Context: an optimization exercise on an open-source flow, tuned for small area. The choices shown serve that exercise and are no tape-out recipe.
Function was checked by simulation only, so behaviour that the tests miss may differ from the original.
Power figures rest on the tool's default switching activity, not on a simulated workload.

==> inputs of exp/willow <==
==> flow/design.v <==
module param_synch_fifo #(parameter WIDTH = 16,
                          parameter DEPTH = 32,
                          parameter PTR_WIDTH = 6) (clk,rstn,write,read,din,dout,empty,full);
input clk,rstn;
input write,read;
input [WIDTH-1:0] din;
output reg [WIDTH-1:0] dout;
output wire empty, full;
localparam AW = PTR_WIDTH-1;
reg [WIDTH*DEPTH-1:0] sr;
reg [AW-1:0] idx;
reg e;
assign empty = e;
assign full = ~e & (&idx);
wire push = write & ~full;
wire pop  = read & ~e;
always @(posedge clk)
begin
		if (push)
				sr <= {sr[WIDTH*(DEPTH-1)-1:0], din};
end
always @(posedge clk)
begin
		if (push & ~pop)
				idx <= e ? {AW{1'b0}} : idx + 1'b1;
		else if (pop & ~push & (idx != {AW{1'b0}}))
				idx <= idx - 1'b1;
end
always @(posedge clk or negedge rstn)
begin
		if (!rstn)
				e <= 1'b1;
		else if (push)
				e <= 1'b0;
		else if (pop & (idx == {AW{1'b0}}))
				e <= 1'b1;
end
reg [WIDTH-1:0] rdata;
integer k;
always @(*)
begin
		rdata = pop ? {WIDTH{1'b0}} : dout;
		for (k = 0; k < DEPTH; k = k + 1)
				rdata = rdata | ({WIDTH{pop & (idx == k)}} & sr[WIDTH*k +: WIDTH]);
end
always @(posedge clk or negedge rstn)
begin
		if (!rstn)
				dout <= {WIDTH{1'b0}};
		else
				dout <= rdata;
end
endmodule
==> flow/run.sh <==
#!/bin/bash
# synth_recipe.tcl (not shown) runs the flow's synth.tcl, then flattens the netlist and writes it again
# the make line also repeats each setting of config.mk as NAME=value (left out here)
make -C /OpenROAD-flow-scripts/flow DESIGN_CONFIG=/design/flow/config.mk WORK_HOME=/design/flow/orfs CLKGATE_MAP_FILE= SYNTH_SCRIPT=/design/flow/synth_recipe.tcl finish
==> flow/config.mk <==
export PLATFORM = sky130hd
export DESIGN_NAME = param_synch_fifo
export DESIGN_NICKNAME = param_synch_fifo
export VERILOG_FILES = /design/flow/design.v
export SDC_FILE = /design/flow/constraint.sdc
export NUM_CORES = 4
export LEC_CHECK = 0
export CAP_MARGIN = 20
export CORE_MARGIN = 2
export CORE_UTILIZATION = 65
export CTS_BUF_LIST = sky130_fd_sc_hd__clkbuf_4
export PLACE_DENSITY = 0.75
export SLEW_MARGIN = 20
==> flow/constraint.sdc <==
create_clock -name core_clock -period 5.0 [get_ports {clk}]
set_input_delay 1.0000 -clock core_clock [delete_from_list [all_inputs] [get_ports {clk}]]
set_output_delay 1.0000 -clock core_clock [all_outputs]
set_load 0.01 [all_outputs]
==> exp/quartz (differences from exp/willow) <==
==> flow/design.v (replaced) <==
module param_synch_fifo #(parameter WIDTH = 16,
                          parameter DEPTH = 32,
                          parameter PTR_WIDTH = 6) (clk,rstn,write,read,din,dout,empty,full);
input clk,rstn;
input write,read;
input [WIDTH-1:0] din;
output reg [WIDTH-1:0] dout;
output wire empty, full;
localparam AW = PTR_WIDTH-1;
reg [AW-1:0] idx;
reg e;
reg p;
assign empty = e;
assign full = ~e & (&idx);
wire push = write & ~full;
wire pop  = read & ~e;
wire pushn = ~push;
always @(posedge clk or negedge rstn)
begin
		if (!rstn)
				p <= 1'b0;
		else
				p <= ~p;
end
wire [WIDTH-1:0] word [0:DEPTH];
assign word[0] = din ^ {WIDTH{p}};
genvar g, b;
generate
		for (g = 0; g < DEPTH; g = g + 1) begin : gw
				reg [WIDTH-1:0] w;
				wire [WIDTH-1:0] nx;
				for (b = 0; b < WIDTH; b = b + 1) begin : gb
						fifo_o22ai u (.a1(word[g][b]), .a2(pushn), .b1(w[b]), .b2(push), .y(nx[b]));
				end
				always @(posedge clk)
						w <= nx;
				assign word[g+1] = w;
		end
endgenerate
wire up = push & ~pop;
wire dn = pop & ~push;
always @(posedge clk)
begin
		idx <= e ? {AW{1'b0}} : idx + {{(AW-1){dn}}, up | dn};
end
always @(posedge clk or negedge rstn)
begin
		if (!rstn)
				e <= 1'b1;
		else if (push)
				e <= 1'b0;
		else if (pop & (idx == {AW{1'b0}}))
				e <= 1'b1;
end
wire [DEPTH:0] sel;
generate
		for (g = 0; g < DEPTH; g = g + 1) begin : gsel
				assign sel[g] = pop & (idx == g);
		end
endgenerate
assign sel[DEPTH] = ~pop;
localparam NG = (DEPTH+1)/3;
wire [WIDTH-1:0] src [0:DEPTH];
generate
		for (g = 0; g < DEPTH; g = g + 1) begin : gsrc
				assign src[g] = word[g+1];
		end
endgenerate
assign src[DEPTH] = dout;
wire [WIDTH-1:0] rdata;
wire fix = pop & p;
generate
		for (b = 0; b < WIDTH; b = b + 1) begin : gbit
				wire [NG-1:0] q;
				for (g = 0; g < NG; g = g + 1) begin : ggrp
						fifo_aoi222 u (.a1(sel[3*g]),   .a2(src[3*g][b]),
						               .b1(sel[3*g+1]), .b2(src[3*g+1][b]),
						               .c1(sel[3*g+2]), .c2(src[3*g+2][b]), .y(q[g]));
				end
				assign rdata[b] = ~(&q) ^ fix;
		end
endgenerate
always @(posedge clk or negedge rstn)
begin
		if (!rstn)
				dout <= {WIDTH{1'b0}};
		else
				dout <= rdata;
end
endmodule
module fifo_o22ai (a1, a2, b1, b2, y);
input a1, a2, b1, b2;
output y;
assign y = ~((a1 | a2) & (b1 | b2));
endmodule
module fifo_aoi222 (a1, a2, b1, b2, c1, c2, y);
input a1, a2, b1, b2, c1, c2;
output y;
assign y = ~((a1 & a2) | (b1 & b2) | (c1 & c2));
endmodule
Settings changed: CORE_UTILIZATION 65 to 55, CTS_BUF_LIST sky130_fd_sc_hd__clkbuf_4 to sky130_fd_sc_hd__clkbuf_8, CTS_CLUSTER_DIAMETER from default to 50, CTS_CLUSTER_SIZE from default to 16, PLACE_DENSITY 0.75 to 0.7, SYNTH_HIERARCHICAL from default to 1.
==> notes.md <==
item	exp/quartz	exp/willow
Status	finished clean	finished clean
Synthesized-area fraction occupied by xor and xnor cells	1.754%	0.04451%
Most frequent standard cell in the layout excluding fill and tap cells	dfxtp_1	edfxtp_1
Multi-input gate share of the layout cell area	32.34%	15.40%
CP max-delay cell	dfxtp_1	clkdlybuf4s50_1
Simple-gate share of the synthesized area	4.164%	6.835%
Part of the power in registers	60.3%	55.6%
Instance area at placement	0.01825 sq mm	0.02054 sq mm
Synthesized netlist cell count	1410	1087
Pin count of the biggest net entering global routing	275	127
Most instantiated flip-flop cell in the synthesis netlist	dfxtp_1	edfxtp_1
Total CTS buffers	42	133
Overall routed net length	49520 um	53530 um
Transition time at the pin with the least slew margin	1.125 ns	1.285 ns
Worst setup path start	idx[3]$_SDFF_PP0_	idx[0]$_DFFE_PP_
Final clock-cell share	4.096%	8.000%
Fraction of synthesized area in multiplexers	0%	0.05723%
Initial antenna violation count	0	3
Share of synthesized cell area in full adder, half adder and majority cells	0.4864%	0.4451%

==> separate check: timing with driven ports <==
Ports are ideal in the flow. The routed layouts listed here were re-timed in OpenROAD.
Step 1, drivers: a clkbuf_16 drives clk and a buf_2 each remaining input, both assumed.
Step 2, shift: input delay + t, output delay - t, t = (earliest + latest rising clock arrival at the registers) / 2. This alone moves slack from input paths to output paths.
a / b / c = no drivers / after step 1 / after step 2; a / b = the first two.
run | t (ns) | slack for setup (ns) | hold WS [ns]
exp/willow | 0.834 | 1.070 / 1.022 / 0.620 | 0.416 / 0.416 / 0.416
exp/quartz | 0.625 | 1.524 / 1.476 / 1.080 | 0.444 / 0.444 / 0.444
After both steps every run listed still meets setup and hold. For exp/willow, which loses most, drivers alone change the setup slack by -0.048 ns; drivers and shift together by -0.450 ns.
